Background: an optimization exercise with open tools, aiming at small area and a short achievable clock period. Do not read the settings as production practice. At most, simulation tests tie the RTL to the original design; equivalence was not proved. No functional check of the RTL was part of run 1. No run shown here takes its clock network from TritonCTS; it comes from the design's own scripts or RTL. The flow treats the clock pin as an ideal source. Dropping or thinning the clock tree relies on that and would not hold on a real chip. Power and IR drop assume default switching activity.

File: design/flow/design.v
module fifo_module #(
    parameter WIDTH = 8,
    parameter DEPTH = 16,
    parameter ADDR_WIDTH = 4
) (
    input clk,
    input rst,
    input [WIDTH-1:0] data_in,
    input write_enable,
    input read_enable,
    output reg [WIDTH-1:0] data_out,
    output reg full,
    output reg empty
);
reg [WIDTH-1:0] mem_n [0:DEPTH-1];    
reg [3:0] lo_n, hi_n;                 
reg full_q, empty_q;                  
wire [3:0] lo_d, hi_d;
wire empty_d, full_d, dout_en;
wire [DEPTH-1:0] mem_en;
fm_ctrl u_ctrl (
    .we(write_enable), .re(read_enable), .rst(rst),
    .lo_n(lo_n), .hi_n(hi_n), .empty(empty_q), .full(full_q),
    .lo_d(lo_d), .hi_d(hi_d), .empty_d(empty_d), .full_d(full_d),
    .dout_en(dout_en)
);
always @(posedge clk) begin
    lo_n    <= lo_d;
    hi_n    <= hi_d;
    empty_q <= empty_d;
    full_q  <= full_d;
    empty   <= empty_d;
    full    <= full_d;
end
wire [WIDTH-1:0] din_n;
genvar k, b;
generate
    for (b = 0; b < WIDTH; b = b + 1) begin : g_din
        fm_inv u_inv (.a(data_in[b]), .y(din_n[b]));
    end
    for (k = 0; k < DEPTH; k = k + 1) begin : g_wen
        wire en_n;
        fm_nand2b u_en_n (.a_n(full_q), .b(write_enable), .y(en_n));
        fm_inv u_en (.a(en_n), .y(mem_en[k]));
    end
endgenerate
always @(posedge clk) begin
    if (mem_en[0])
        mem_n[0] <= din_n;
end
generate
    for (k = 1; k < DEPTH; k = k + 1) begin : g_shift
        always @(posedge clk) begin
            if (mem_en[k])
                mem_n[k] <= mem_n[k-1];
        end
    end
endgenerate
wire [DEPTH-1:0] sel;
generate
    for (k = 0; k < DEPTH; k = k + 1) begin : g_sel
        fm_nor2 u_sel (.a(lo_n[k % 4]), .b(hi_n[k / 4]), .y(sel[k]));
    end
endgenerate
wire [WIDTH-1:0] oldest, dout_d;
generate
    for (b = 0; b < WIDTH; b = b + 1) begin : g_rd
        wire [7:0] t;
        wire [1:0] z;
        for (k = 0; k < 8; k = k + 1) begin : g_t
            fm_a22oi u_t (.a1(sel[2*k]), .a2(mem_n[2*k][b]), .b1(sel[2*k+1]), .b2(mem_n[2*k+1][b]), .y(t[k]));
        end
        fm_nand4 u_z0 (.a(t[0]), .b(t[1]), .c(t[2]), .d(t[3]), .y(z[0]));
        fm_nand4 u_z1 (.a(t[4]), .b(t[5]), .c(t[6]), .d(t[7]), .y(z[1]));
        fm_nor2 u_o (.a(z[0]), .b(z[1]), .y(oldest[b]));
        fm_mux2 u_h (.a0(data_out[b]), .a1(oldest[b]), .s(dout_en), .y(dout_d[b]));
    end
endgenerate
always @(posedge clk) begin
    data_out <= dout_d;
end
endmodule
module fm_ctrl (
    input we, input re, input rst,
    input [3:0] lo_n, input [3:0] hi_n, input empty, input full,
    output [3:0] lo_d, output [3:0] hi_d, output empty_d, output full_d,
    output dout_en
);
wire up, dn, hold, rst_n;
fm_updn u_updn (.we(we), .re(re), .empty(empty), .full(full), .up(up), .dn(dn), .hold(hold));
fm_inv u_rst (.a(rst), .y(rst_n));
wire [3:0] hi_inc, hi_dec;
genvar i;
generate
    for (i = 0; i < 4; i = i + 1) begin : g_hi
        fm_mux2 u_inc (.a0(hi_n[(i + 3) % 4]), .a1(hi_n[i]), .s(lo_n[3]), .y(hi_inc[i]));
        fm_mux2 u_dec (.a0(hi_n[(i + 1) % 4]), .a1(hi_n[i]), .s(lo_n[0]), .y(hi_dec[i]));
    end
endgenerate
wire [7:0] cur = {hi_n, lo_n};
wire [7:0] inc = {hi_inc, lo_n[2:0], lo_n[3]};
wire [7:0] dec = {hi_dec, lo_n[0], lo_n[3:1]};
wire [7:0] nxt;
generate
    for (i = 0; i < 8; i = i + 1) begin : g_h
        wire t0, t1;
        fm_a22oi u_t0 (.a1(up), .a2(inc[i]), .b1(dn), .b2(dec[i]), .y(t0));
        fm_nand2 u_t1 (.a(hold), .b(cur[i]), .y(t1));
        if (i % 4 == 3) begin : g_r0
            fm_a21oi u_o (.a1(t0), .a2(t1), .b1(rst), .y(nxt[i]));
        end else begin : g_r1
            fm_nand3 u_o (.a(t0), .b(t1), .c(rst_n), .y(nxt[i]));
        end
    end
endgenerate
assign lo_d = nxt[3:0];
assign hi_d = nxt[7:4];
wire h0, h14;
fm_nor2 u_h0 (.a(lo_n[0]), .b(hi_n[0]), .y(h0));
fm_nor2 u_h14 (.a(lo_n[2]), .b(hi_n[3]), .y(h14));
wire te, tf;
fm_a22oi u_te (.a1(empty), .a2(hold), .b1(dn), .b2(h0), .y(te));
fm_nand2 u_e (.a(te), .b(rst_n), .y(empty_d));
fm_a22oi u_tf (.a1(full), .a2(hold), .b1(up), .b2(h14), .y(tf));
fm_nor2  u_f (.a(tf), .b(rst), .y(full_d));
fm_nor3 u_den (.a(rst), .b(empty), .c(~re), .y(dout_en));
endmodule
module fm_updn (input we, input re, input empty, input full,
                output up, output dn, output hold);
wire w = we & ~full;
wire r = re & ~empty;
assign up = w & ~r;
assign dn = r & ~w;
assign hold = ~(up | dn);
endmodule
module fm_inv (input a, output y);
assign y = ~a;
endmodule
module fm_nand2 (input a, input b, output y);
assign y = ~(a & b);
endmodule
module fm_and2 (input a, input b, output y);
assign y = a & b;
endmodule
module fm_nor2 (input a, input b, output y);
assign y = ~(a | b);
endmodule
module fm_nor2b (input a, input b_n, output y);
assign y = ~a & b_n;
endmodule
module fm_nand2b (input a_n, input b, output y);
assign y = ~(~a_n & b);
endmodule
module fm_nand3 (input a, input b, input c, output y);
assign y = ~(a & b & c);
endmodule
module fm_nor3 (input a, input b, input c, output y);
assign y = ~(a | b | c);
endmodule
module fm_a21oi (input a1, input a2, input b1, output y);
assign y = ~((a1 & a2) | b1);
endmodule
module fm_nand4 (input a, input b, input c, input d, output y);
assign y = ~(a & b & c & d);
endmodule
module fm_a22oi (input a1, input a2, input b1, input b2, output y);
assign y = ~((a1 & a2) | (b1 & b2));
endmodule
module fm_mux2 (input a0, input a1, input s, output y);
assign y = s ? a1 : a0;
endmodule
File: design/flow/flow/cts_pre.tcl
# Build the clock tree by hand (see manual_cts.tcl) and skip the tool's own:
# the clock port drives four inverters, each driving two inverters that
# drive the flip-flops.
source [file join [file dirname [info script]] manual_cts.tcl]
fm_manual_cts2 {{4 sky130_fd_sc_hd__inv_4} {8 sky130_fd_sc_hd__inv_8}}
proc clock_tree_synthesis {args} { puts "clock_tree_synthesis skipped: tree built by hand" }
# The tool would clone each clock inverter next to every flip-flop it drives.
proc repair_clock_inverters {args} { puts "repair_clock_inverters skipped: tree built by hand" }
File: design/flow/flow/manual_cts.tcl
# Clock tree built by hand. The flip-flops are split by placement into
# groups of near-equal size, each driven by one leaf cell; with two levels,
# the leaves are split the same way under the cells the clock port drives.
# With inverters, two levels keep the clock's polarity.
proc fm_split {pts k axis} {
  # split pts (list of {object x y}) into k groups of near-equal size,
  # cutting across the longer spread first
  if {$k <= 1} { return [list $pts] }
  set xs [lsort -integer [lmap p $pts {lindex $p 1}]]
  set ys [lsort -integer [lmap p $pts {lindex $p 2}]]
  set axis [expr {([lindex $xs end] - [lindex $xs 0]) >= ([lindex $ys end] - [lindex $ys 0]) ? 1 : 2}]
  set s [lsort -integer -index $axis $pts]
  set n [llength $s]
  set k1 [expr {$k / 2}]
  set n1 [expr {($n * $k1) / $k}]
  return [concat [fm_split [lrange $s 0 [expr {$n1 - 1}]] $k1 $axis] \
                 [fm_split [lrange $s $n1 end] [expr {$k - $k1}] $axis]]
}

proc fm_drive {block groups master prefix src} {
  # one cell of master per group, its input on net src, its output driving
  # the group; returns {inst x y} for each new cell
  set out {}
  set i 0
  foreach g $groups {
    set sx 0; set sy 0
    foreach p $g { incr sx [lindex $p 1]; incr sy [lindex $p 2] }
    set cx [expr {$sx / [llength $g]}]
    set cy [expr {$sy / [llength $g]}]
    set inst [odb::dbInst_create $block $master "${prefix}_$i"]
    set net [odb::dbNet_create $block "${prefix}_net_$i"]
    $net setSigType CLOCK
    foreach p $g {
      set it [lindex $p 0]
      $it disconnect
      $it connect $net
    }
    set in_pin [lindex [lmap m [[$inst getMaster] getMTerms] {expr {[$m getIoType] eq "INPUT" && [$m getSigType] eq "SIGNAL" ? [$m getName] : [continue]}}] 0]
    set out_pin [lindex [lmap m [[$inst getMaster] getMTerms] {expr {[$m getIoType] eq "OUTPUT" ? [$m getName] : [continue]}}] 0]
    [$inst findITerm $in_pin] connect $src
    [$inst findITerm $out_pin] connect $net
    $inst setLocation [expr {$cx - [$master getWidth] / 2}] [expr {$cy - [$master getHeight] / 2}]
    $inst setPlacementStatus PLACED
    puts "fm_manual_cts: ${prefix}_$i ([$master getName]) drives [llength $g] pins"
    lappend out [list [$inst findITerm $in_pin] $cx $cy]
    incr i
  }
  return $out
}

# levels: list of {count cell}, from the clock port down to the leaves
proc fm_manual_cts2 {levels} {
  set block [ord::get_db_block]
  set db [ord::get_db]
  set clk [$block findNet clk]
  set pts {}
  foreach it [$clk getITerms] {
    set box [[$it getInst] getBBox]
    lappend pts [list $it [expr {([$box xMin] + [$box xMax]) / 2}] [expr {([$box yMin] + [$box yMax]) / 2}]]
  }
  # build from the leaves up: each level's cells are the sinks of the one above
  set lv [llength $levels]
  for {set l [expr {$lv - 1}]} {$l >= 0} {incr l -1} {
    lassign [lindex $levels $l] n cell
    set groups [fm_split $pts $n 1]
    set pts [fm_drive $block $groups [$db findMaster $cell] "clk_l${l}" $clk]
  }
  set_propagated_clock [all_clocks]
}
File: design/flow/flow/downsize.tcl
# Give every cell its smallest drive strength; the later repair steps size up
# only what timing, slew and load need.
proc fm_downsize {} {
  set n 0
  foreach inst [get_cells *] {
    set cell [get_name [get_lib_cells -of_objects $inst]]
    if {![regexp {^(sky130_fd_sc_hd__[a-z0-9]+)_([0-9]+)$} $cell -> base drive]} { continue }
    set best $cell
    set best_area [get_property [get_lib_cells */$cell] area]
    foreach lc [get_lib_cells */${base}_*] {
      set name [get_name $lc]
      if {![regexp "^${base}_\[0-9\]+\$" $name]} { continue }
      if {[get_property $lc dont_use]} { continue }
      set a [get_property $lc area]
      if {$a < $best_area} { set best $name; set best_area $a }
    }
    if {$best ne $cell} {
      replace_cell $inst [get_lib_cells */$best]
      incr n
    }
  }
  puts "fm_downsize: $n cells downsized"
}
fm_downsize
File: design/flow/flow/run.sh
#!/bin/bash
# The standard layout, with three changes: port buffers of a fixed small
# cell, every cell downsized after floorplanning (the repair steps size up
# what needs it), and a clock tree built by hand in place of the tool's.
set -euo pipefail
FLOW_DIR=$(cd "$(dirname "${BASH_SOURCE[0]}")" && pwd)
export BUFFER_PORTS_ARGS="-buffer_cell sky130_fd_sc_hd__buf_2"
export POST_FLOORPLAN_TCL=$FLOW_DIR/downsize.tcl
export PRE_CTS_TCL=$FLOW_DIR/cts_pre.tcl
bash standard.sh > standard.log 2>&1
File: design/flow/standard.sh
#!/bin/bash
# synth_recipe.tcl (not shown) runs the flow's synth.tcl, then flattens the netlist and writes it again
# the make line also repeats each setting of config.mk as NAME=value (left out here)
make -C /OpenROAD-flow-scripts/flow DESIGN_CONFIG=/design/flow/config.mk WORK_HOME=/design/flow/orfs CLKGATE_MAP_FILE= SYNTH_SCRIPT=/design/flow/synth_recipe.tcl "${@:-finish}"
File: design/flow/config.mk
export PLATFORM = sky130hd
export DESIGN_NAME = fifo_module
export DESIGN_NICKNAME = fifo_module
export VERILOG_FILES = /design/flow/design.v
export SDC_FILE = /design/flow/constraint.sdc
export NUM_CORES = 4
export LEC_CHECK = 0
export CAP_MARGIN = 20
export CORE_MARGIN = 2
export CORE_UTILIZATION = 60
export SETUP_SLACK_MARGIN = 2.7
export SLEW_MARGIN = 20
export SYNTH_HIERARCHICAL = 1
export SYNTH_MINIMUM_KEEP_SIZE = 0
File: design/flow/constraint.sdc
create_clock -name core_clock -period 4.0 [get_ports {clk}]
set_input_delay 0.8000 -clock core_clock [delete_from_list [all_inputs] [get_ports {clk}]]
set_output_delay 0.8000 -clock core_clock [all_outputs]
set_load 0.01 [all_outputs]
==> qor.yml, run 1 <==
run_status:
  status: "finished clean"
pwr:
  power.leakage_uw: 0.00230
  p_per_area_nw_per_um2: 469
  peakVddDrop_mv: 0.271
  comb_power_share: 0.179
  swShare: 0.281
  pwr-share-clk: 0.187
  p_int_uw: 2240
  switchingPower_uw: 877
  seqPwrFrac: 0.635
flow_run:
  drv_cap: 0
setup_path:
  worstPathCellList: "buf_16 > nor2b_4 > ha_4 > buf_12 > a22oi_2 > a21oi_2"
  path_buf_inv: 2
  endpoint_kind: "register"
  start_kind: "primary input"
  reg2reg_depth: 5
  arrival_ns: 1.62
  r2r-start: "lo_n[2]"
  critPathLaunch: "write_enable"
  critPathTopFamily: "compound AO/OA/AOI/OAI gates"
  worstPathRequired_ns: 4.04
  cp_max_fo: 5
  rrSetupSlack_ns: 2.55
  worst-path-stages: 6
  max_stage_delay_ns: 0.19
  criticalPathCategory: "primary input to register"
  slowest_stage: "a22oi_2"
layout:
  mostFrequentLayoutCells: "128 x edfxtp_1, 66 x a22oi_1, 16 x nand4_1, 16 x buf_6, 15 x inv_8"
  fin_cells: 534
  final_util: 0.687
  areaGrowthSynthToFinish_pct: 12.5
  final_net_count: 417
  antenna_cells: 0
  final_common_cell: "edfxtp_1"
  layout-drive-gt1-share: 0.359
  n_fill_cell: 634
synth:
  yosysTopAreaCellShare: 0.650
  syn_inst: 345
  ys_warn_count: 9
  yosys_register_bits: 146
  synth_area_leaders: "edfxtp_1 65%, a22oi_2 16%, dfxtp_1 6.1%"
  yosysTopAreaCell: "edfxtp_1"
  synth.avg_cell_area_um2: 17.1
  syn_area_um2: 5910
  synth_cell_type_count: 14
  synth_nets: 359
  ys_seq_area_frac: 0.711
placement:
  gp_congestion: 0.756
  dp_cells: 500
  dp_hpwl_um: 7460
  port_buffers: 21
global_routing:
  grt_pass1_wl_um: 16500
  grt_overflow: 0
  gr-usage-all-layers: 0.202
  grt_pass1_vias: 3081
  antenna_found_initial: 0
  grt_max_degree: 20
clocking:
  insertion_delay_ns: 0.14
  hold_buffers: 0
  clkTransAtPathRegs_ns: 0.10
sta:
  rsz0062_at_grt: "yes"
  tightest_slew_ns: 0.346
  period_needed_ns: 1.58
  setup_viol: 0
  slew_viol_final: 0
  hold_viol: 0
  setup_tns_ns: 0
  fin_crit_sh: 0.395
  clock_skew_ns: 0.0154
  slew-limit-headroom: 0.769
  fmax_mhz: 632
detailed_routing:
  vias: 3163
  drt_iter0_markers: 139
  routedWlPerCell_um: 20.6
  first_pass_iters: 4
  route.detailed.drc: 0
  ant_nets: 0
  wl_um: 11000
  routed_via_density: 5.92
floorplan:
  die_h_um: 103
  core-area_um2: 9680
  die_x_um: 103
  dieArea_um2: 10700
  rows: 36
  ioPinCount: 22
  start_util: 0.610
worst_hold_path:
  min_path_type: "register to register"
  hold_depth: 0
  hp-start: "mem_n[4][5]"
cell families (layout without fill, tap and decap cells):
logic type	Yosys count	after routing	synth area share
AND/OR/NAND/NOR	79	79	0.0677
AO/OA/AOI/OAI	76	76	0.160
multiplexers	16	16	0.0406
flip-flops	146	146	0.711
buffers and inverters	26	82	0.0165
adder cells (fa/ha/maj)	2	2	0.00423
sequential cells by signal (all words and copies together), names as in the netlist:
register and flops:
mem_n 128, full_q 1, data_out 8, empty_q 1, hi_n 4, lo_n 4
routing by layer:
| layer | up-vias | track usage | routed length (µm) |
|---|---|---|---|
| met5 | - | 0 | 0 |
| met4 | 0 | 0.0233 | 127 |
| li1 | 1476 | - | - |
| met1 | 1597 | 0.288 | 4680 |
| met3 | 9 | 0.0134 | 442 |
| met2 | 81 | 0.357 | 5740 |
power by group through the flow:
stage	logic [µW]	clock network, µW	registers (µW)
final	557	582	1980
after global routing	603	666	2000
after CTS	491	604	1970
after detailed placement	363	0	1970
after global placement	358	0	1960
after floorplan	328	0	1980
worst reg2reg max path: cells and delay by family, from the launching register on:
family             cells  cell delay [ns]
AOI/OAI and AO/OA      1             0.17
DFF                    1             0.42
muxes                  1             0.25
and+or+nand+nor        3             0.50
layout make-up:
cell class	instances	area, µm²	area share
Tap cell	133	166	0.0250
Inverter	38	293	0.0440
Timing Repair Buffer	44	440	0.0662
Multi-Input combinational cell	173	1510	0.227
Sequential cell	146	4240	0.638
per-module statistics from Yosys, one instance, submodules excluded:
module	area (µm²)	times used
fm_nand4	6.26	16
fm_nand3	5.00	6
fifo_module	4200	1
fm_nand2b	6.26	16
fm_a22oi	12.5	74
fm_inv	3.75	25
fm_nor3	10.0	1
fm_nor2	3.75	27
fm_updn	50.0	1
fm_nand2	3.75	9
fm_a21oi	8.76	2
fm_mux2	15.0	16
fm_ctrl	3.75	1
final timing paths:
path	to
worst max-delay path	hi_n[3]
worst min-delay path	mem_n[5][5]
worst max register to register	data_out[2]
worst min register to register	mem_n[5][5]
stage by stage:
stage	instance area, µm²	hold WS [ns]	worst slack [ns]	power [µW]
CTS	6250	0.450	2.44	3070
floorplan	5960	0.446	2.34	2310
global placement	5750	0.429	2.02	2310
detailed placement	5750	0.435	1.99	2330
global route	6650	0.463	2.42	3270
finish	6650	0.451	2.42	3120
what timing repair did:
action / 4_1_cts / 5_1_grt
cloned: 0 / 1
pin swaps: 2 / 8
resized for setup: 98 / 64
buffers inserted: 4 / 17
setup endpoints to repair: 156 / 124
synthesized netlist by cell type:
master    count
inv_1        26
nand4_1      16
nand3_1       6
nand2_1       9
a22oi_2      74
a21oi_2       2
nor3_2        1
mux2_4       16
dfxtp_1      18
edfxtp_1    128
nor2b_1       2
nand2b_1     18
nor2_1       27
ha_1          2
==> run 2: changes to the inputs <==
--- a/design/flow/design.v
+++ b/design/flow/design.v
@@ -39,9 +39,7 @@
         fm_inv u_inv (.a(data_in[b]), .y(din_n[b]));
     end
     for (k = 0; k < DEPTH; k = k + 1) begin : g_wen
-        wire en_n;
-        fm_nand2b u_en_n (.a_n(full_q), .b(write_enable), .y(en_n));
-        fm_inv u_en (.a(en_n), .y(mem_en[k]));
+        fm_nor2b u_en (.a(full_q), .b_n(write_enable), .y(mem_en[k]));
     end
 endgenerate
 always @(posedge clk) begin
@@ -148,9 +146,6 @@
 module fm_nor2b (input a, input b_n, output y);
 assign y = ~a & b_n;
 endmodule
-module fm_nand2b (input a_n, input b, output y);
-assign y = ~(~a_n & b);
-endmodule
 module fm_nand3 (input a, input b, input c, output y);
 assign y = ~(a & b & c);
 endmodule
==> design/flow/flow/cts_pre.tcl (replaced) <==
# Build the clock tree by hand (see manual_cts.tcl) and skip the tool's own:
# the clock port drives four inverters, each driving one inverter that
# drive the flip-flops.
source [file join [file dirname [info script]] manual_cts.tcl]
fm_manual_cts2 {{4 sky130_fd_sc_hd__inv_4} {4 sky130_fd_sc_hd__inv_16}}
proc clock_tree_synthesis {args} { puts "clock_tree_synthesis skipped: tree built by hand" }
# The tool would clone each clock inverter next to every flip-flop it drives.
proc repair_clock_inverters {args} { puts "repair_clock_inverters skipped: tree built by hand" }
--- a/design/flow/config.mk
+++ b/design/flow/config.mk
@@ -8,7 +8,7 @@
 export CAP_MARGIN = 20
 export CORE_MARGIN = 2
 export CORE_UTILIZATION = 60
-export SETUP_SLACK_MARGIN = 2.7
+export SETUP_SLACK_MARGIN = 2.45
 export SLEW_MARGIN = 20
 export SYNTH_HIERARCHICAL = 1
 export SYNTH_MINIMUM_KEEP_SIZE = 0
==> run 2 against run 1 <==
Compared with the run above:
- still clean
- utilization down 5.8 points
- cell count down 7.5%
- flip-flop and latch count unchanged
- clock power down 4.8%
- die area up 0.98%
- synthesized cell count down 4.6%
- area after synthesis up 1.0%
- maximum frequency up 1.3%
- wire length up 1.8%
- design area down 8.1%
- first-iteration DRC count up 74%
- critical endpoint is now data_out[7]
- largest cell class unchanged
==> qor.yml, run 2 <==
sta:
  period_needed_ns: 1.56  # -0.0208 ns
  setup_tns_ns: 0  # unchanged
  clock_skew_ns: 0.00976  # -0.00561 ns
  rsz0062_at_grt: "yes"
  slew-limit-headroom: 0.711  # -0.0582
  slew_viol_final: 0  # unchanged
  tightest_slew_ns: 0.432  # +0.0858 ns
  fin_crit_sh: 0.390  # -0.00519
  hold_viol: 0  # unchanged
  fmax_mhz: 641  # +1.3%
  setup_viol: 0  # unchanged
  whs_ns: 0.457  # +0.00616 ns
layout:
  fin_cells: 494  # -7.5%
  n_fill_cell: 746  # +18%
  final_common_cell: "edfxtp_1"
  top_register: "mem_n"
  largest_register_ff_count: 128  # unchanged
  final_net_count: 377  # -9.6%
  mostFrequentLayoutCells: "128 x edfxtp_1, 72 x a22oi_1, 19 x buf_2, 16 x nand4_1, 13 x nor2_4"
  antenna_cells: 0  # unchanged
  layout-drive-gt1-share: 0.247  # -0.113
  areaGrowthSynthToFinish_pct: 2.35
  multi_input_area_um2: 1420  # -6.0%
  top_regs: "mem_n: 128 flops, data_out: 8 flops"
  seq_area_um2: 4230  # -0.24%
  finalInstanceArea_um2: 6110  # -8.1%
synth:
  syn_inst: 329  # -4.6%
  syn_area_um2: 5970  # +1.0%
  yosysTopAreaCellShare: 0.644  # -0.00654
  yosysTopAreaCell: "edfxtp_1"
  ys_async_sr_fraction: 0  # unchanged
  yosys_register_bits: 146  # unchanged
  synth_area_leaders: "edfxtp_1 64%, a22oi_2 16%, dfxtp_1 6.0%"
  yosysMostFrequentCell: "edfxtp_1"
  ys_warn_count: 9  # unchanged
  synth_cell_type_count: 15  # +1
  synth.avg_cell_area_um2: 18.1  # +5.9%
  ys_seq_area_frac: 0.704  # -0.00715
  synth-edff-count: 128  # unchanged
  synth_common_cells: "128 x edfxtp_1, 74 x a22oi_2, 27 x nor2_1"
  synth_nets: 343  # -4.5%
  ys.flop_type: "edfxtp_1"
flow_run:
  drv_cap: 0  # unchanged
detailed_routing:
  ant_nets: 0  # unchanged
  routed_via_density: 6.02  # +1.6%
  first_pass_iters: 5  # +1
  drt_iter0_markers: 242  # +74%
  routedWlPerCell_um: 22.7  # +10%
  vias: 2973  # -6.0%
  wl_um: 11200  # +1.8%
  route.detailed.drc: 0  # unchanged
floorplan:
  die_h_um: 104  # +0.49%
  start_util: 0.614  # +0.00335
  ioPinCount: 22  # unchanged
  die_x_um: 104  # +0.49%
  core-area_um2: 9730  # +0.47%
  rows: 36  # unchanged
  dieArea_um2: 10800  # +0.98%
clocking:
  insertion_delay_ns: 0.15  # about the same
  clkTransAtPathRegs_ns: 0.10  # about the same
  hold_buffers: 0  # unchanged
setup_path:
  r2r-start: "hi_n[0]"
  arrival_ns: 1.60  # -0.02 ns
  cp_max_fo: 8  # +3
  start_kind: "primary input"
  critPathLaunch: "rst"
  endpoint_kind: "register"
  max_stage_delay_ns: 0.31  # +0.12 ns
  criticalPathCategory: "primary input to register"
  slowest_stage: "mux2_4"
  worstPathRequired_ns: 4.04  # about the same
  worstPathCellList: "buf_4 > nor3_4 > buf_6 > mux2_4"
run_status:
  status: "finished clean"
pwr:
  comb_power_share: 0.143  # -0.036
  p_int_uw: 2130  # -5.1%
  peakVddDrop_mv: 0.271  # -0.25%
  power.leakage_uw: 0.00207  # -10%
  switchingPower_uw: 823  # -6.2%
  p_per_area_nw_per_um2: 483  # +2.9%
  swShare: 0.279  # -0.00232
  pwr-share-clk: 0.188  # about the same
  seqPwrFrac: 0.669  # +0.034
global_routing:
  grt_pass1_wl_um: 16800  # +2.2%
  grt_overflow: 0  # unchanged
  gr-usage-all-layers: 0.204  # +0.00282
  grt_pass1_vias: 2866  # -7.0%
  grt_max_degree: 38  # +90%
  antenna_found_initial: 0  # unchanged
worst_hold_path:
  hp-start: "mem_n[6][5]"
  min_path_type: "register to register"
placement:
  placed_area_um2: 5690  # -1.0%
  dp_cells: 484  # -3.2%
  gp_congestion: 0.773  # +2.3%
  dp_hpwl_um: 7950  # +6.6%
  port_buffers: 21  # unchanged
==> run 2: cell types whose count changed in the layout (fill, tap and decap cells not counted), moves of 8 or more <==
cell,delta
dfxtp_2,-8
buf_4,-11
buf_6,-14
nor2b_2,+11
dfxtp_1,+8
buf_2,+10
inv_8,-15
nand2b_4,-14
==> run 2: worst max-delay path: cells and delay by family <==
family / cells / cell delay [ns]
buf+inv: 2 / 0.33
mux: 1 / 0.31
simple gates: 1 / 0.16
==> run 2: timing repair <==
action                     CTS  global route
resized for setup           63            27
gates cloned                 0             0
setup endpoints to repair  147            45
pin swaps                    1             1
buffers inserted             2             0
==> run 2: final timing paths <==
check / to / cells after the start / slack, ns
setup / recovery: data_out[7] / 4 / 2.44
hold reg to reg: mem_n[7][5] / 0 / 0.46
hold / removal: mem_n[7][5] / 0 / 0.46
setup reg to reg: data_out[4] / 5 / 2.52
==> run 2: per-module statistics from Yosys (local to each module, per instance), a selection <==
| module | flops+latches | cells | cell area, µm² | times used |
|---|---|---|---|---|
| fifo_module | 146 | 146 | 4200 | 1 |
| fm_updn | 0 | 6 | 50.0 | 1 |
| fm_mux2 | 0 | 1 | 15.0 | 16 |
| fm_nor2b | 0 | 1 | 13.8 | 16 |
| fm_a22oi | 0 | 1 | 12.5 | 74 |
| fm_nor3 | 0 | 1 | 10.0 | 1 |
| fm_a21oi | 0 | 1 | 8.76 | 2 |
| fm_nand4 | 0 | 1 | 6.26 | 16 |
| fm_nand3 | 0 | 1 | 5.00 | 6 |
| fm_nor2 | 0 | 1 | 3.75 | 27 |
| fm_nand2 | 0 | 1 | 3.75 | 9 |
| fm_inv | 0 | 1 | 3.75 | 9 |
==> run 2: through the flow <==
step	power (µW)	util	setup slack (ns)
3_5_place_dp	2340	0.584	1.83
2_1_floorplan	2310	-	2.34
3_3_place_gp	2340	0.584	1.91
5_1_grt	3080	0.628	2.43
6_report	2950	0.628	2.44
4_1_cts	2920	0.617	2.44
==> run 2: cell type report <==
cell class / count / share of cell area
repair buffers: 24 / 0.0250
well taps: 133 / 0.0272
multi-input cells: 173 / 0.232
inverters: 18 / 0.0233
flip-flops and latches: 146 / 0.692
==> run 2: logic make-up (layout without fill, tap and decap cells) <==
family | count (synthesis) | after routing | synth area share
AOI/OAI and AO/OA | 76 | 76 | 0.158
muxes | 16 | 16 | 0.0402
buffers and inverters | 10 | 42 | 0.00629
DFF | 146 | 146 | 0.704
adders and majority gates | 2 | 2 | 0.00419
and+or+nand+nor | 79 | 79 | 0.0872
==> run 2: power groups by stage <==
| stage | clock (µW) | combinational [µW] | sequential (µW) |
|---|---|---|---|
| global route | 629 | 459 | 1990 |
| detailed placement | 0 | 355 | 1990 |
| CTS | 571 | 382 | 1970 |
| global placement | 0 | 349 | 1990 |
| finish | 554 | 423 | 1970 |
| floorplan | 0 | 330 | 1980 |
==> run 2: metal layers <==
metal  up-vias  global-route usage  routed length (µm)
li1       1392                   -                   -
met1      1476               0.294                4830
met2        87               0.347                5660
met3        18              0.0151                 406
met4         0              0.0483                 298
met5         -                   0                   0
==> run 3: changes to the inputs <==
--- a/design/flow/config.mk
+++ b/design/flow/config.mk
@@ -8,7 +8,7 @@
 export CAP_MARGIN = 20
 export CORE_MARGIN = 2
 export CORE_UTILIZATION = 60
-export SETUP_SLACK_MARGIN = 2.45
+export SETUP_SLACK_MARGIN = 2.5
 export SLEW_MARGIN = 20
 export SYNTH_HIERARCHICAL = 1
 export SYNTH_MINIMUM_KEEP_SIZE = 0
==> run 3 against run 2 <==
Compared with the run above:
- highest routed layer unchanged
- sequential share of layout area fell by 0.29 points
- clock power up 0.9%
- wire length grew 0.28%
- flip-flop and latch count unchanged
- still clean
- critical endpoint is now lo_n[1]
- largest cell class unchanged
==> qor.yml, run 3 <==
layout:
  top_register: "mem_n"
  antenna_cells: 0  # unchanged
  n_fill_cell: 723  # -3.1%
  final_common_cell: "edfxtp_1"
  final_util: 0.632  # +0.00412
  final_net_count: 381  # +1.1%
  mostFrequentLayoutCells: "128 x edfxtp_1, 70 x a22oi_1, 19 x buf_2, 16 x nand4_1, 12 x nor2b_2"
  fin_cells: 498  # +0.81%
  areaGrowthSynthToFinish_pct: 3.02
  layout-drive-gt1-share: 0.271  # +0.0247
  top_regs: "mem_n: 128 flops, data_out: 8 flops"
  largest_register_ff_count: 128  # unchanged
synth:
  synth_cell_type_count: 15  # unchanged
  synth-compound-area-share: 0.158  # unchanged
  synth_adder_area_share: 0.00419  # unchanged
  ys_async_sr_fraction: 0  # unchanged
  synth_nets: 343  # unchanged
  ys_seq_area_frac: 0.704  # unchanged
  synthMuxAreaShare: 0.0402  # unchanged
  ys_warn_count: 9  # unchanged
  synth.avg_cell_area_um2: 18.1  # unchanged
  synth-xor-area-share: 0  # unchanged
  yosys_register_bits: 146  # unchanged
  ys.flop_type: "edfxtp_1"
  synth-edff-count: 128  # unchanged
  synth-simple-area-share: 0.0872  # unchanged
  yosysMostFrequentCell: "edfxtp_1"
  synth_common_cells: "128 x edfxtp_1, 74 x a22oi_2, 27 x nor2_1"
  syn_inst: 329  # unchanged
  yosysTopAreaCell: "edfxtp_1"
  syn_area_um2: 5970  # unchanged
  synth_area_leaders: "edfxtp_1 64%, a22oi_2 16%, dfxtp_1 6.0%"
  yosysTopAreaCellShare: 0.644  # unchanged
  synth_top_family_by_area: "compound AO/OA/AOI/OAI gates"
sta:
  slew_viol_final: 0  # unchanged
  fin_crit_sh: 0.397  # +0.00733
  tightest_slew_ns: 0.420  # -0.0125 ns
  setup_viol: 0  # unchanged
  fmax_mhz: 629  # -1.8%
  rsz0062_at_grt: "yes"
  clock_skew_ns: 0.0112  # +0.00144 ns
  setup_slack_ns: 2.41  # -0.0293 ns
  period_needed_ns: 1.59  # +0.0293 ns
  setup_tns_ns: 0  # unchanged
  hold_viol: 0  # unchanged
  slew-limit-headroom: 0.719  # +0.00836
placement:
  dp_slack_ns: 1.89  # +0.0541 ns
  dp_cells: 484  # unchanged
  port_buffers: 21  # unchanged
  dp_hpwl_um: 7950  # -0.10%
  gp_congestion: 0.781  # +1.1%
floorplan:
  start_util: 0.614  # unchanged
  die_x_um: 104  # unchanged
  rows: 36  # unchanged
  core-area_um2: 9730  # unchanged
  ioPinCount: 22  # unchanged
  dieArea_um2: 10800  # unchanged
  die_h_um: 104  # unchanged
global_routing:
  gr-usage-all-layers: 0.207  # +0.00267
  grt_pass1_wl_um: 17300  # +2.5%
  antenna_found_initial: 0  # unchanged
  grt_pass1_vias: 2992  # +4.4%
  grt_overflow: 0  # unchanged
  grt_max_degree: 38  # unchanged
worst_hold_path:
  min_path_type: "register to register"
  hold_depth: 0  # unchanged
flow_run:
  drv_cap: 0  # unchanged
clocking:
  insertion_delay_ns: 0.15  # about the same
  clkTransAtPathRegs_ns: 0.10  # about the same
  hold_buffers: 0  # unchanged
setup_path:
  arrival_ns: 1.61  # about the same
  reg2reg_depth: 5  # unchanged
  slowest_stage: "a22oi_2"
  cp_max_fo: 18  # +10
  max_stage_delay_ns: 0.22  # -0.09 ns
  worstPathRequired_ns: 4.02  # -0.02 ns
  worstPathCellList: "buf_12 > nor2b_4 > ha_4 > a22oi_2 > nand3_1"
  endpoint_kind: "register"
  criticalPathCategory: "primary input to register"
  start_kind: "primary input"
pwr:
  peakVddDrop_mv: 0.325  # +20%
  p_per_area_nw_per_um2: 483  # about the same
  power.leakage_uw: 0.00208  # +0.84%
detailed_routing:
  vias: 3014  # +1.4%
  routedWlPerCell_um: 22.5  # -0.53%
  first_pass_iters: 4  # -1
  ant_nets: 0  # unchanged
  wl_um: 11200  # +0.28%
  drt_iter0_markers: 220  # -9.1%
  routed_via_density: 6.05  # +0.56%
  route.detailed.drc: 0  # unchanged
run_status:
  status: "finished clean"
-- run 3: cell counts after synthesis --
Identical to the previous run, type by type.
-- run 3: final cells by class --
type / count / area (µm²) / area share
well taps: 133 / 166 / 0.0271
repair buffers: 28 / 190 / 0.0309
multi-input cells: 173 / 1410 / 0.229
flip-flops and latches: 146 / 4240 / 0.689
inverters: 18 / 145 / 0.0236
-- run 3: final timing paths --
path | slack, ns | from | endpoint
setup / recovery | 2.41 | write_enable | lo_n[1]
setup reg to reg | 2.52 | lo_n[0] | data_out[3]
hold / removal | 0.46 | mem_n[1][5] | mem_n[2][5]
hold reg to reg | 0.46 | mem_n[1][5] | mem_n[2][5]
-- run 3: per-stage QoR --
step	hold slack (ns)	total power, µW	cell area (µm²)
final	0.459	2970	6150
after global routing	0.468	3100	6150
after CTS	0.462	2950	6020
after detailed placement	0.435	2340	5690
after global placement	0.432	2340	5690
after floorplan	0.446	2320	6020
-- run 3: cell families (layout without fill, tap and decap cells) --
kind of cell             Yosys count  after routing
AO/OA/AOI/OAI                     76             76
flip-flops                       146            146
multiplexers                      16             16
adder cells (fa/ha/maj)            2              2
AND/OR/NAND/NOR                   79             79
buffers and inverters             10             46
-- run 3: per-module statistics from Yosys, one instance, submodules excluded, a selection --
module | cells | cell area [µm²]
fifo_module | 146 | 4200
fm_nand3 | 1 | 5.00
fm_nor3 | 1 | 10.0
fm_nor2b | 1 | 13.8
fm_mux2 | 1 | 15.0
fm_ctrl | 1 | 3.75
fm_inv | 1 | 3.75
fm_a22oi | 1 | 12.5
fm_a21oi | 1 | 8.76
fm_nand4 | 1 | 6.26
-- run 3: where the power goes --
part | internal, µW | switching [µW] | leakage [µW]
clock network | 94.4 | 465 | 0.0000570
logic | 205 | 229 | 0.000625
registers | 1840 | 137 | 0.00140
-- run 3: worst max-delay path, delay by kind of cell --
family,cells,cell delay [ns]
adders and majority gates,1,0.20
AOI/OAI and AO/OA,1,0.22
and+or+nand+nor,2,0.25
buffers and inverters,1,0.13
-- run 3: per-layer routing --
layer  wire [µm]  vias to the layer above  track usage  part of all wire
li1            -                     1394            -                 -
met1        4710                     1510        0.288              0.42
met2        5700                       86        0.356              0.51
met3         443                       24       0.0170             0.039
met4         368                        0       0.0569             0.033
met5           0                        -            0                 0
-- run 3: timing repair --
action,in CTS,in global routing
setup buffers,2,4
setup endpoints to repair,147,143
gates resized for setup,69,26
hold endpoints to repair,0,0
pin swaps,1,0
==> run 4: changes to the inputs <==
--- a/design/flow/flow/run.sh
+++ b/design/flow/flow/run.sh
@@ -7,4 +7,5 @@
 export BUFFER_PORTS_ARGS="-buffer_cell sky130_fd_sc_hd__buf_2"
 export POST_FLOORPLAN_TCL=$FLOW_DIR/downsize.tcl
 export PRE_CTS_TCL=$FLOW_DIR/cts_pre.tcl
+export SETUP_MOVE_SEQUENCE=unbuffer,sizeup,swap
 bash standard.sh > standard.log 2>&1
==> run 4 against run 3 <==
Compared with the run above:
- still clean
- via count decreased by 1.1%
- synthesized cell count unchanged
- global-route usage decreased by 0.33 points
- critical path depth decreased by 4
- worst setup slack got worse by 0.11 ns
- worst hold slack about the same
- largest cell class unchanged
- highest routed layer unchanged
==> qor.yml, run 4 <==
run_status:
  status: "finished clean"
detailed_routing:
  route.detailed.drc: 0  # unchanged
  routed_via_density: 6.06  # +0.14%
  first_pass_iters: 5  # +1
  drt_iter0_markers: 234  # +6.4%
  wl_um: 10900  # -2.5%
  ant_nets: 0  # unchanged
  routedWlPerCell_um: 22.3  # -1.3%
  vias: 2982  # -1.1%
placement:
  gp_congestion: 0.781  # unchanged
  dp_slack_ns: 1.89  # unchanged
  dp_hpwl_um: 7950  # unchanged
  port_buffers: 21  # unchanged
floorplan:
  start_util: 0.614  # unchanged
  die_h_um: 104  # unchanged
  die_x_um: 104  # unchanged
  core-area_um2: 9730  # unchanged
  rows: 36  # unchanged
  dieArea_um2: 10800  # unchanged
  ioPinCount: 22  # unchanged
setup_path:
  worstPathCellList: "buf_6"
  arrival_ns: 0.90  # -0.71 ns
  cp_max_fo: 20  # +2
  endpoint_kind: "output pin"
  crit_end: "full"
  critPathLaunch: "full_q"
  criticalPathCategory: "register to output pin"
  worst-path-stages: 1  # -4
  start_kind: "register"
  r2r-end: "data_out[3]"
  reg2reg_depth: 5  # unchanged
  path_buf_inv: 1  # unchanged
  critPathTopFamily: "flip-flops"
  max_stage_delay_ns: 0.60  # +0.38 ns
  rrSetupSlack_ns: 2.51  # about the same
  slowest_stage: "dfxtp_4"
  worstPathRequired_ns: 3.20  # -0.82 ns
  r2r-start: "lo_n[0]"
sta:
  setup_viol: 0  # unchanged
  hold_viol: 0  # unchanged
  fmax_mhz: 588  # -6.6%
  setup_slack_ns: 2.30  # -0.112 ns
  slew-limit-headroom: 0.715  # -0.00429
  period_needed_ns: 1.70  # +0.112 ns
  rsz0062_at_grt: "yes"
  tightest_slew_ns: 0.426  # +0.00640 ns
  clock_skew_ns: 0.00942  # -0.00178 ns
  fin_crit_sh: 0.425  # +0.0279
  setup_tns_ns: 0  # unchanged
  slew_viol_final: 0  # unchanged
synth:
  ys_seq_area_frac: 0.704  # unchanged
  synth_top_family_by_area: "compound AO/OA/AOI/OAI gates"
  ys_warn_count: 9  # unchanged
  syn_area_um2: 5970  # unchanged
  synth_cell_type_count: 15  # unchanged
  syn_inst: 329  # unchanged
  ys_async_sr_fraction: 0  # unchanged
  yosys_register_bits: 146  # unchanged
  synth.avg_cell_area_um2: 18.1  # unchanged
  synth-edff-count: 128  # unchanged
  synth_adder_area_share: 0.00419  # unchanged
  synth-compound-area-share: 0.158  # unchanged
  synthMuxAreaShare: 0.0402  # unchanged
  synth_area_leaders: "edfxtp_1 64%, a22oi_2 16%, dfxtp_1 6.0%"
  synth_nets: 343  # unchanged
  ys.flop_type: "edfxtp_1"
  synth_common_cells: "128 x edfxtp_1, 74 x a22oi_2, 27 x nor2_1"
  synth-xor-area-share: 0  # unchanged
  yosysMostFrequentCell: "edfxtp_1"
  synth-simple-area-share: 0.0872  # unchanged
  yosysTopAreaCellShare: 0.644  # unchanged
  yosysTopAreaCell: "edfxtp_1"
worst_hold_path:
  min_path_type: "register to register"
layout:
  final_common_cell: "edfxtp_1"
  seq_area_um2: 4240  # about the same
  mostFrequentLayoutCells: "128 x edfxtp_1, 67 x a22oi_1, 16 x nand4_1, 16 x nor2b_2, 16 x buf_2"
  multi_input_area_um2: 1380  # -2.0%
  n_fill_cell: 732  # +1.2%
  areaGrowthSynthToFinish_pct: 1.91
  layout-drive-gt1-share: 0.265  # -0.00661
  top_register: "mem_n"
  final_net_count: 375  # -1.6%
  antenna_cells: 0  # unchanged
  largest_register_ff_count: 128  # unchanged
  top_regs: "mem_n: 128 flops, data_out: 8 flops"
pwr:
  fin_total_pwr_uw: 2950  # -0.61%
  power.leakage_uw: 0.00203  # -2.5%
  peakVddDrop_mv: 0.323  # -0.49%
  p_per_area_nw_per_um2: 485  # +0.47%
global_routing:
  grt_overflow: 0  # unchanged
  grt_max_degree: 38  # unchanged
  grt_pass1_vias: 2963  # -0.97%
  grt_pass1_wl_um: 17000  # -1.3%
  gr-usage-all-layers: 0.204  # -0.00331
  antenna_found_initial: 0  # unchanged
clocking:
  post_cts_buffers: 0  # -2
  clkTransAtPathRegs_ns: 0.10  # about the same
  insertion_delay_ns: 0.15  # about the same
flow_run:
  drv_cap: 0  # unchanged
run 4: worst min-delay path by stage:
stage	cells after the start	slack [ns]	startpoint	endpoint
floorplan	0	0.45	mem_n[10][0]	mem_n[11][0]
global placement	0	0.43	mem_n[9][2]	mem_n[10][2]
detailed placement	0	0.44	mem_n[9][5]	mem_n[10][5]
CTS	0	0.46	mem_n[9][5]	mem_n[10][5]
global route	0	0.47	mem_n[9][5]	mem_n[10][5]
finish	0	0.46	mem_n[1][5]	mem_n[2][5]
run 4: metal layers:
metal	up-vias	track usage	wire length, µm
met5	-	0	0
li1	1383	-	-
met1	1497	0.290	4570
met3	18	0.0132	447
met2	84	0.351	5650
met4	0	0.0463	283
run 4: cells by family (layout without fill, tap and decap cells):
logic type / count (synthesis) / count (layout)
buf+inv: 10 / 40
fa+ha+maj: 2 / 2
simple gates: 79 / 79
flops: 146 / 146
compound gates: 76 / 76
mux: 16 / 16
run 4: per-module statistics from Yosys, one instance, submodules excluded, excerpt:
module | cell area, µm² | cells inside
fm_a21oi | 8.76 | 1
fifo_module | 4200 | 146
fm_nor3 | 10.0 | 1
fm_nor2 | 3.75 | 1
fm_inv | 3.75 | 1
fm_a22oi | 12.5 | 1
run 4: report_power, final:
group,switching [µW],total [µW],internal (µW)
Sequential,141,1980,1840
Combinational,219,416,197
Clock,460,554,94.1
run 4: layout make-up:
type	count	share of cell area
Sequential cell	146	0.697
Multi-Input combinational cell	173	0.227
Tap cell	133	0.0273
Timing Repair Buffer	22	0.0249
Inverter	18	0.0234
run 4: timing repair:
item	4_1_cts	5_1_grt
hold buffers	0	0
resized for setup	68	24
pin swaps	1	1
setup endpoints to repair	147	152
run 4: stage by stage:
stage | hold slack [ns] | utilization | area, µm² | std cells
2_1_floorplan | 0.446 | - | 6020 | 329
6_report | 0.459 | 0.625 | 6080 | 492
3_3_place_gp | 0.432 | 0.584 | 5690 | 484
3_5_place_dp | 0.435 | 0.584 | 5690 | 484
4_1_cts | 0.462 | 0.616 | 6000 | 492
5_1_grt | 0.468 | 0.625 | 6080 | 492
==> run 5: changes to the inputs <==
--- a/design/flow/flow/run.sh
+++ b/design/flow/flow/run.sh
@@ -7,5 +7,4 @@
 export BUFFER_PORTS_ARGS="-buffer_cell sky130_fd_sc_hd__buf_2"
 export POST_FLOORPLAN_TCL=$FLOW_DIR/downsize.tcl
 export PRE_CTS_TCL=$FLOW_DIR/cts_pre.tcl
-export SETUP_MOVE_SEQUENCE=unbuffer,sizeup,swap
 bash standard.sh > standard.log 2>&1
==> design/flow/flow/cts_pre.tcl (replaced) <==
# Build the clock tree by hand (see manual_cts.tcl) and skip the tool's own:
# the clock port drives four inverters, each driving two inverters that
# drive the flip-flops.
source [file join [file dirname [info script]] manual_cts.tcl]
fm_manual_cts2 {{4 sky130_fd_sc_hd__clkinv_2} {8 sky130_fd_sc_hd__clkinv_4}}
proc clock_tree_synthesis {args} { puts "clock_tree_synthesis skipped: tree built by hand" }
# The tool would clone each clock inverter next to every flip-flop it drives.
proc repair_clock_inverters {args} { puts "repair_clock_inverters skipped: tree built by hand" }
--- a/design/flow/config.mk
+++ b/design/flow/config.mk
@@ -8,7 +8,7 @@
 export CAP_MARGIN = 20
 export CORE_MARGIN = 2
 export CORE_UTILIZATION = 60
-export SETUP_SLACK_MARGIN = 2.5
+export SETUP_SLACK_MARGIN = 2.45
 export SLEW_MARGIN = 20
 export SYNTH_HIERARCHICAL = 1
 export SYNTH_MINIMUM_KEEP_SIZE = 0
==> run 5 against run 4 <==
Compared with the run above:
- worst setup slack better by 0.18 ns
- flip-flop and latch count stayed put
- via count is 0.10% higher
- critical endpoint is now empty_q
- clock skew is 0.011 ns higher
- area after synthesis stayed put
- utilization is 0.26 points lower
- maximum frequency is 12% higher
- highest routed layer unchanged
==> qor.yml, run 5 <==
setup_path:
  worstPathCellList: "buf_8 > nor2b_4 > ha_4 > a22oi_1 > nand2_1"
  start_kind: "primary input"
  slowest_stage: "ha_4"
  arrival_ns: 1.62  # +0.72 ns
  cp_max_fo: 18  # -10%
  worstPathRequired_ns: 4.10  # +0.90 ns
  max_stage_delay_ns: 0.23  # -0.37 ns
  endpoint_kind: "register"
  criticalPathCategory: "primary input to register"
sta:
  clock_skew_ns: 0.0209  # +0.0115 ns
  whs_ns: 0.455  # -0.00327 ns
  slew_viol_final: 0  # unchanged
  rsz0062_at_grt: "yes"
  period_needed_ns: 1.52  # -0.181 ns
  hold_viol: 0  # unchanged
  tightest_slew_ns: 0.418  # -0.00769 ns
  slew-limit-headroom: 0.720  # +0.00515
  fin_crit_sh: 0.380  # -0.0452
  setup_tns_ns: 0  # unchanged
  setup_viol: 0  # unchanged
  fmax_mhz: 658  # +12%
detailed_routing:
  route.detailed.drc: 0  # unchanged
  ant_nets: 0  # unchanged
  routed_via_density: 5.99  # -1.1%
  vias: 2985  # +0.10%
  routedWlPerCell_um: 22.3  # +0.39%
  wl_um: 11100  # +1.6%
  drt_iter0_markers: 213  # -9.0%
  first_pass_iters: 5  # unchanged
worst_hold_path:
  min_path_type: "register to register"
global_routing:
  grt_overflow: 0  # unchanged
  grt_pass1_vias: 2890  # -2.5%
  use_met2: 0.343  # -0.00804
  top_usage_layer: "met2"
  gr-usage-all-layers: 0.205  # +0.00106
  grt_pass1_wl_um: 16900  # -0.81%
  grt_max_degree: 20  # -47%
  use_met1: 0.298  # +0.00822
  use_met3: 0.0151  # +0.00189
  antenna_found_initial: 0  # unchanged
synth:
  synth_common_cells: "128 x edfxtp_1, 74 x a22oi_2, 27 x nor2_1"
  syn_inst: 329  # unchanged
  yosysMostFrequentCell: "edfxtp_1"
  yosysTopAreaCellShare: 0.644  # unchanged
  yosys_register_bits: 146  # unchanged
  synth_cell_type_count: 15  # unchanged
  synth_area_leaders: "edfxtp_1 64%, a22oi_2 16%, dfxtp_1 6.0%"
  ys_seq_area_frac: 0.704  # unchanged
  synth.avg_cell_area_um2: 18.1  # unchanged
  ys.flop_type: "edfxtp_1"
  yosysTopAreaCell: "edfxtp_1"
  ys_async_sr_fraction: 0  # unchanged
  synth_nets: 343  # unchanged
  ys_warn_count: 9  # unchanged
  syn_area_um2: 5970  # unchanged
  synth-edff-count: 128  # unchanged
layout:
  top_regs: "mem_n: 128 flops, data_out: 8 flops"
  largest_register_ff_count: 128  # unchanged
  top_register: "mem_n"
  final_common_cell: "edfxtp_1"
  areaGrowthSynthToFinish_pct: 1.49
  fin_cells: 498  # +1.2%
  final_net_count: 381  # +1.6%
  layout-drive-gt1-share: 0.244  # -0.0208
  antenna_cells: 0  # unchanged
  finalInstanceArea_um2: 6060  # -0.41%
  final_util: 0.623  # -0.00257
  mostFrequentLayoutCells: "128 x edfxtp_1, 72 x a22oi_1, 19 x buf_2, 16 x mux2_1, 16 x nand4_1"
floorplan:
  rows: 36  # unchanged
  die_x_um: 104  # unchanged
  core-area_um2: 9730  # unchanged
  ioPinCount: 22  # unchanged
  dieArea_um2: 10800  # unchanged
  die_h_um: 104  # unchanged
  start_util: 0.614  # unchanged
pwr:
  power.leakage_uw: 0.00203  # about the same
  peakVddDrop_mv: 0.224  # -31%
  p_per_area_nw_per_um2: 471  # -2.9%
placement:
  placed_area_um2: 5690  # unchanged
  port_buffers: 21  # unchanged
  dp_cells: 484  # unchanged
  dp_hpwl_um: 7950  # +0.10%
  gp_congestion: 0.773  # -1.0%
clocking:
  clkTransAtPathRegs_ns: 0.11  # about the same
  insertion_delay_ns: 0.22  # +0.07 ns
  hold_buffers: 0  # unchanged
run_status:
  status: "finished clean"
flow_run:
  drv_cap: 0  # unchanged
[run 5: cell counts after synthesis]
No cell type changed its count.
[run 5: worst paths after layout]
kind / startpoint / to / slack (ns) / cells past startpoint
min: mem_n[7][1] / mem_n[8][1] / 0.46 / 0
max: write_enable / empty_q / 2.48 / 5
min reg2reg: mem_n[7][1] / mem_n[8][1] / 0.46 / 0
max reg2reg: hi_n[3] / data_out[6] / 2.50 / 5
[run 5: repair_timing]
action	4_1_cts	5_1_grt
pin swaps	0	0
gates resized for setup	65	18
buffers inserted	2	0
setup endpoints to repair	150	17
[run 5: layout make-up]
type	instances	area, µm²
fillers	756	3670
inverters	22	128
flip-flops and latches	146	4240
multi-input cells	173	1370
repair buffers	24	155
well taps	133	166
[run 5: through the flow]
stage / power [µW] / setup WS [ns]
after floorplan: 2310 / 2.34
after global placement: 2340 / 1.91
after detailed placement: 2340 / 1.83
after CTS: 2850 / 2.44
after global routing: 2980 / 2.45
final: 2860 / 2.48
[run 5: modules after synthesis, one instance, submodules excluded, excerpt]
| module | area (µm²) | times used | cells inside | flops+latches |
|---|---|---|---|---|
| fm_nor2b | 13.8 | 16 | 1 | 0 |
| fm_nand3 | 5.00 | 6 | 1 | 0 |
| fm_updn | 50.0 | 1 | 6 | 0 |
| fm_nand4 | 6.26 | 16 | 1 | 0 |
| fifo_module | 4200 | 1 | 146 | 146 |
| fm_nand2 | 3.75 | 9 | 1 | 0 |
| fm_nor2 | 3.75 | 27 | 1 | 0 |
| fm_inv | 3.75 | 9 | 1 | 0 |
| fm_mux2 | 15.0 | 16 | 1 | 0 |
| fm_a21oi | 8.76 | 2 | 1 | 0 |
[run 5: where the power goes]
part / internal (µW) / leakage [µW] / switching, µW
registers: 1840 / 0.00140 / 135
clock network: 57.0 / 0.0000486 / 430
logic: 170 / 0.000582 / 221
[run 5: critical path, delay by kind of cell]
family,cells,cell delay (ns)
buffers and inverters,1,0.15
and+or+nand+nor,2,0.25
adders and majority gates,1,0.23
AOI/OAI and AO/OA,1,0.18
[run 5: logic make-up after synthesis]
kind of cell    after synthesis  synth area share
flops                       146             0.704
simple gates                 79            0.0872
mux                          16            0.0402
fa+ha+maj                     2           0.00419
compound gates               76             0.158
buf+inv                      10           0.00629
[run 5: metal layers]
layer / vias up / part of all wire
met5: - / 0
met4: 0 / 0.022
met3: 16 / 0.047
met2: 109 / 0.50
met1: 1462 / 0.43
li1: 1398 / -
==> run 6: changes to the inputs <==
--- a/design/flow/config.mk
+++ b/design/flow/config.mk
@@ -8,6 +8,7 @@
 export CAP_MARGIN = 20
 export CORE_MARGIN = 2
 export CORE_UTILIZATION = 60
+export PLACE_DENSITY = 0.8
 export SETUP_SLACK_MARGIN = 2.45
 export SLEW_MARGIN = 20
 export SYNTH_HIERARCHICAL = 1
==> run 6 against run 5 <==
Compared with the run above:
- die area unchanged
- register-to-register slack about the same
- critical path depth down 4
- still clean
- area after synthesis unchanged
- via count up 4.9%
- utilization down 0.14 points
- critical path type is now register to output pin
- maximum frequency up 0.31%
- global-route usage down 0.61 points
- sequential power about the same
- worst setup slack better by 0.0047 ns
- worst hold slack about the same
- highest routed layer unchanged
==> qor.yml, run 6 <==
layout:
  layout-drive-gt1-share: 0.232  # -0.0116
  final_net_count: 382  # +0.26%
  top_regs: "mem_n: 128 flops, data_out: 8 flops"
  top_register: "mem_n"
  mostFrequentLayoutCells: "128 x edfxtp_1, 74 x a22oi_1, 18 x buf_2"
  final_util: 0.621  # -0.00141
  areaGrowthSynthToFinish_pct: 1.26
  final_common_cell: "edfxtp_1"
  antenna_cells: 0  # unchanged
  n_fill_cell: 711  # -6.0%
  finalInstanceArea_um2: 6050  # -0.23%
  largest_register_ff_count: 128  # unchanged
synth:
  yosys_register_bits: 146  # unchanged
  yosysMostFrequentCell: "edfxtp_1"
  synth_cell_type_count: 15  # unchanged
  ys_seq_area_frac: 0.704  # unchanged
  ys.flop_type: "edfxtp_1"
  yosysTopAreaCellShare: 0.644  # unchanged
  synth_common_cells: "128 x edfxtp_1, 74 x a22oi_2, 27 x nor2_1"
  ys_async_sr_fraction: 0  # unchanged
  synth.avg_cell_area_um2: 18.1  # unchanged
  syn_inst: 329  # unchanged
  synth-edff-count: 128  # unchanged
  synth_area_leaders: "edfxtp_1 64%, a22oi_2 16%, dfxtp_1 6.0%"
  synth_nets: 343  # unchanged
  syn_area_um2: 5970  # unchanged
  ys_warn_count: 9  # unchanged
  yosysTopAreaCell: "edfxtp_1"
setup_path:
  crit_end: "full"
  rrSetupSlack_ns: 2.49  # about the same
  max_stage_delay_ns: 0.38  # +0.15 ns
  critPathTopFamily: "flip-flops"
  path_buf_inv: 1  # unchanged
  criticalPathCategory: "register to output pin"
  worst-path-stages: 1  # -4
  slowest_stage: "dfxtp_4"
  cp_max_fo: 2  # -16
  r2r-start: "full_q"
  arrival_ns: 0.72  # -0.90 ns
  critPathLaunch: "full_q"
  endpoint_kind: "output pin"
  worstPathCellList: "buf_6"
  start_kind: "register"
  reg2reg_depth: 3  # -2
  r2r-end: "mem_n[6][2]"
  worstPathRequired_ns: 3.20  # -0.90 ns
detailed_routing:
  routedWlPerCell_um: 22.3  # -0.37%
  routed_via_density: 6.27  # +4.7%
  ant_nets: 0  # unchanged
  first_pass_iters: 4  # -1
  vias: 3131  # +4.9%
  drt_iter0_markers: 309  # +45%
  wl_um: 11100  # -0.17%
  route.detailed.drc: 0  # unchanged
worst_hold_path:
  min_path_type: "register to register"
global_routing:
  grt_pass1_vias: 3023  # +4.6%
  gr-usage-all-layers: 0.199  # -0.00606
  grt_max_degree: 20  # unchanged
  antenna_found_initial: 0  # unchanged
  grt_overflow: 0  # unchanged
  grt_pass1_wl_um: 16800  # -0.37%
floorplan:
  ioPinCount: 22  # unchanged
  dieArea_um2: 10800  # unchanged
  die_h_um: 104  # unchanged
  die_x_um: 104  # unchanged
  core-area_um2: 9730  # unchanged
  rows: 36  # unchanged
  start_util: 0.614  # unchanged
sta:
  setup_viol: 0  # unchanged
  hold_viol: 0  # unchanged
  period_needed_ns: 1.52  # -0.00469 ns
  whs_ns: 0.455  # -0.000160 ns
  fin_crit_sh: 0.379  # -0.00117
  clock_skew_ns: 0.0171  # -0.00383 ns
  setup_tns_ns: 0  # unchanged
  fmax_mhz: 660  # +0.31%
  slew_viol_final: 0  # unchanged
  setup_slack_ns: 2.48  # +0.00469 ns
  slew-limit-headroom: 0.706  # -0.0138
  tightest_slew_ns: 0.439  # +0.0207 ns
  rsz0062_at_grt: "yes"
placement:
  gp_congestion: 0.974  # +26%
  dp_hpwl_um: 7880  # -0.88%
  placed_area_um2: 5690  # unchanged
  dp_slack_ns: 1.88  # +0.0445 ns
  port_buffers: 21  # unchanged
clocking:
  hold_buffers: 0  # unchanged
  clkTransAtPathRegs_ns: 0.12  # about the same
  insertion_delay_ns: 0.22  # about the same
pwr:
  peakVddDrop_mv: 0.252  # +12%
  p_per_area_nw_per_um2: 469  # -0.59%
  power.leakage_uw: 0.00202  # -0.42%
flow_run:
  drv_cap: 0  # unchanged
run_status:
  status: "finished clean"
[run 6: report_power, final]
| part | internal, µW | switching [µW] | leakage (µW) |
|---|---|---|---|
| Clock | 56.7 | 418 | 0.0000486 |
| Sequential | 1840 | 134 | 0.00140 |
| Combinational | 165 | 220 | 0.000573 |
| Total | 2060 | 772 | 0.00202 |
[run 6: how the worst min path moves through the flow]
stage / startpoint / endpoint / cells after the start
floorplan: mem_n[10][0] / mem_n[11][0] / 0
global placement: mem_n[6][5] / mem_n[7][5] / 0
CTS: mem_n[9][5] / mem_n[10][5] / 0
detailed placement: mem_n[3][5] / mem_n[4][5] / 0
global route: mem_n[9][5] / mem_n[10][5] / 0
finish: mem_n[1][1] / mem_n[2][1] / 0
[run 6: final cells by class]
class                   instances  area [µm²]  share of cell area
flip-flops and latches        146        4240               0.701
multi-input cells             173        1350               0.223
repair buffers                 25         165              0.0273
inverters                      22         128              0.0211
well taps                     133         166              0.0275
[run 6: kinds of logic (layout without fill, tap and decap cells)]
kind of cell | Yosys count | in the layout | synth area share
AND/OR/NAND/NOR | 79 | 79 | 0.0872
buffers and inverters | 10 | 47 | 0.00629
flip-flops | 146 | 146 | 0.704
adder cells (fa/ha/maj) | 2 | 2 | 0.00419
multiplexers | 16 | 16 | 0.0402
AO/OA/AOI/OAI | 76 | 76 | 0.158
[run 6: metrics by stage]
| stage | power, µW | std cells |
|---|---|---|
| after floorplan | 2310 | 329 |
| after global placement | 2310 | 484 |
| after detailed placement | 2330 | 484 |
| after CTS | 2820 | 498 |
| after global routing | 2950 | 499 |
| final | 2830 | 499 |
[run 6: modules after synthesis (local to each module, per instance)]
module       copies in the design  area, µm²  cells inside  flops+latches
fm_nand3                        6       5.00             1              0
fifo_module                     1       4200           146            146
fm_a22oi                       74       12.5             1              0
fm_nor3                         1       10.0             1              0
fm_nor2b                       16       13.8             1              0
fm_inv                          9       3.75             1              0
fm_mux2                        16       15.0             1              0
fm_nor2                        27       3.75             1              0
fm_a21oi                        2       8.76             1              0
fm_ctrl                         1       3.75             1              0
fm_updn                         1       50.0             6              0
fm_nand2                        9       3.75             1              0
fm_nand4                       16       6.26             1              0
[run 6: routing by layer]
| layer | vias to the layer above | share of wire | track usage |
|---|---|---|---|
| li1 | 1403 | - | - |
| met1 | 1548 | 0.40 | 0.269 |
| met3 | 24 | 0.067 | 0.0245 |
| met4 | 0 | 0.027 | 0.0463 |
| met2 | 156 | 0.51 | 0.349 |
| met5 | - | 0 | 0 |
[run 6: what timing repair did]
action / 4_1_cts / 5_1_grt
setup buffers: 2 / 1
resized for setup: 58 / 20
endpoints found under the setup margin: 148 / 14
==> run 7: changes to the inputs <==
--- a/design/flow/config.mk
+++ b/design/flow/config.mk
@@ -8,8 +8,8 @@
 export CAP_MARGIN = 20
 export CORE_MARGIN = 2
 export CORE_UTILIZATION = 60
-export PLACE_DENSITY = 0.8
 export SETUP_SLACK_MARGIN = 2.45
 export SLEW_MARGIN = 20
 export SYNTH_HIERARCHICAL = 1
 export SYNTH_MINIMUM_KEEP_SIZE = 0
+export TNS_END_PERCENT = 30
==> run 7 against run 6 <==
Compared with the run above:
- combinational power barely moved
- global-route usage rose by 0.58 points
- worst setup slack lost 0.046 ns
- still clean
- synthesized cell count stayed put
- first-iteration DRC count fell by 26%
- sequential power is essentially flat
- largest cell class unchanged
- design area did not move
- worst hold slack about the same
==> qor.yml, run 7 <==
layout:
  top_register: "mem_n"
  largest_register_ff_count: 128  # unchanged
  antenna_cells: 0  # unchanged
  final_common_cell: "edfxtp_1"
  areaGrowthSynthToFinish_pct: 1.26  # unchanged
  layout-drive-gt1-share: 0.238  # +0.00612
  mostFrequentLayoutCells: "128 x edfxtp_1, 72 x a22oi_1, 20 x buf_2, 16 x mux2_1, 16 x nand4_1"
global_routing:
  grt_pass1_vias: 2888  # -4.5%
  grt_overflow: 0  # unchanged
  antenna_found_initial: 0  # unchanged
  grt_pass1_wl_um: 16900  # +0.21%
  gr-usage-all-layers: 0.205  # +0.00578
  grt_max_degree: 20  # unchanged
pwr:
  peakVddDrop_mv: 0.224  # -11%
  p_per_area_nw_per_um2: 470  # +0.38%
  comb_power_share: 0.136  # about the same
  switchingPower_uw: 783  # +1.3%
  p_int_uw: 2060  # about the same
  swShare: 0.275  # +0.00258
  seqPwrFrac: 0.694  # -0.002
  pwr-share-clk: 0.170  # +0.002
  power.leakage_uw: 0.00202  # +0.10%
synth:
  synth-xor-area-share: 0  # unchanged
  synth_top_family_by_area: "compound AO/OA/AOI/OAI gates"
  synth_cell_type_count: 15  # unchanged
  synthMuxAreaShare: 0.0402  # unchanged
  ys_seq_area_frac: 0.704  # unchanged
  synth-compound-area-share: 0.158  # unchanged
  syn_inst: 329  # unchanged
  synth.avg_cell_area_um2: 18.1  # unchanged
  yosysMostFrequentCell: "edfxtp_1"
  ys_async_sr_fraction: 0  # unchanged
  syn_area_um2: 5970  # unchanged
  synth-edff-count: 128  # unchanged
  ys.flop_type: "edfxtp_1"
  synth_common_cells: "128 x edfxtp_1, 74 x a22oi_2, 27 x nor2_1"
  synth_adder_area_share: 0.00419  # unchanged
  synth_area_leaders: "edfxtp_1 64%, a22oi_2 16%, dfxtp_1 6.0%"
sta:
  slew_viol_final: 0  # unchanged
  clock_skew_ns: 0.0184  # +0.00133 ns
  setup_viol: 0  # unchanged
  rsz0062_at_grt: "yes"
  fmax_mhz: 641  # -2.9%
  hold_viol: 0  # unchanged
  tightest_slew_ns: 0.414  # -0.0253 ns
  period_needed_ns: 1.56  # +0.0456 ns
setup_path:
  worstPathRequired_ns: 4.10  # +0.90 ns
  endpoint_kind: "register"
  critPathLaunch: "write_enable"
  rrSetupSlack_ns: 2.52  # +0.03 ns
  r2r-start: "hi_n[3]"
  worstPathCellList: "buf_8 > nor2b_2 > ha_4 > a22oi_1 > nand2_1"
  start_kind: "primary input"
  max_stage_delay_ns: 0.25  # -0.13 ns
  arrival_ns: 1.66  # +0.94 ns
  slowest_stage: "ha_4"
  cp_max_fo: 18  # +16
detailed_routing:
  drt_iter0_markers: 230  # -26%
  first_pass_iters: 5  # +1
  routed_via_density: 6.04  # -3.7%
  wl_um: 11100  # +0.21%
  route.detailed.drc: 0  # unchanged
  routedWlPerCell_um: 22.3  # +0.41%
clocking:
  clkTransAtPathRegs_ns: 0.11  # about the same
  insertion_delay_ns: 0.22  # about the same
worst_hold_path:
  min_path_type: "register to register"
  hp-start: "mem_n[7][1]"
run_status:
  status: "finished clean"
floorplan:
  core-area_um2: 9730  # unchanged
placement:
  gp_congestion: 0.773  # -21%
  dp_hpwl_um: 7950  # +0.89%
## run 7: cell counts after synthesis
Identical to the previous run, type by type.
## run 7: modules after synthesis, one instance, submodules excluded, a selection
module       flops+latches  cells inside
fm_nor2                  0             1
fm_nand4                 0             1
fifo_module            146           146
fm_nor3                  0             1
fm_a21oi                 0             1
fm_ctrl                  0             1
fm_a22oi                 0             1
fm_mux2                  0             1
fm_nor2b                 0             1
## run 7: per-stage QoR
step	hold WS, ns	setup WS (ns)	cells	instance area, µm²
final	0.455	2.44	498	6050
after detailed placement	0.436	1.83	484	5690
after global routing	0.472	2.42	498	6050
after CTS	0.461	2.42	498	5960
after floorplan	0.446	2.34	329	6000
after global placement	0.436	1.91	484	5690
## run 7: layer usage
| layer | part of all wire | up-vias | wire (µm) | GRT usage |
|---|---|---|---|---|
| li1 | - | 1400 | - | - |
| met1 | 0.43 | 1483 | 4750 | 0.298 |
| met2 | 0.50 | 109 | 5620 | 0.342 |
| met3 | 0.045 | 16 | 505 | 0.0151 |
| met4 | 0.022 | 0 | 250 | 0.0512 |
| met5 | 0 | - | 0 | 0 |
## run 7: area by class of cell
type                    count  area (µm²)  share of cell area
flip-flops and latches    146        4230               0.700
multi-input cells         173        1370               0.226
well taps                 133         166              0.0275
repair buffers             24         149              0.0246
inverters                  22         128              0.0211
## run 7: path summary, 6_finish.rpt
path | endpoint | cells after the start
min | mem_n[8][1] | 0
min reg2reg | mem_n[8][1] | 0
max | empty_q | 5
max reg2reg | data_out[6] | 5
## run 7: power groups by stage
| stage | sequential, µW | clock [µW] | combinational (µW) |
|---|---|---|---|
| 2_1_floorplan | 1980 | 0 | 330 |
| 3_3_place_gp | 1990 | 0 | 349 |
| 3_5_place_dp | 1990 | 0 | 355 |
| 4_1_cts | 1960 | 501 | 381 |
| 5_1_grt | 1990 | 560 | 420 |
| 6_report | 1970 | 484 | 385 |
## run 7: critical path, delay by kind of cell
| kind | cells | cell delay (ns) |
|---|---|---|
| adders and majority gates | 1 | 0.25 |
| buffers and inverters | 1 | 0.15 |
| and+or+nand+nor | 2 | 0.27 |
| AOI/OAI and AO/OA | 1 | 0.18 |
## run 7: cells by family after synthesis
| kind of cell | Yosys count |
|---|---|
| compound gates | 76 |
| fa+ha+maj | 2 |
| buf+inv | 10 |
| flops | 146 |
| mux | 16 |
| simple gates | 79 |
## run 7: repair_timing
action	in CTS	in global routing
gates resized for setup	56	23
buffers inserted	2	0
setup endpoints to repair	150	21

Check on run 7: ideal ports give 2.439 ns setup slack; a clkbuf_16 on the clock port and buf_2 on the inputs give 2.384 ns; moving port delays by the midpoint clock arrival (0.284 ns) as well gives 2.177 ns.
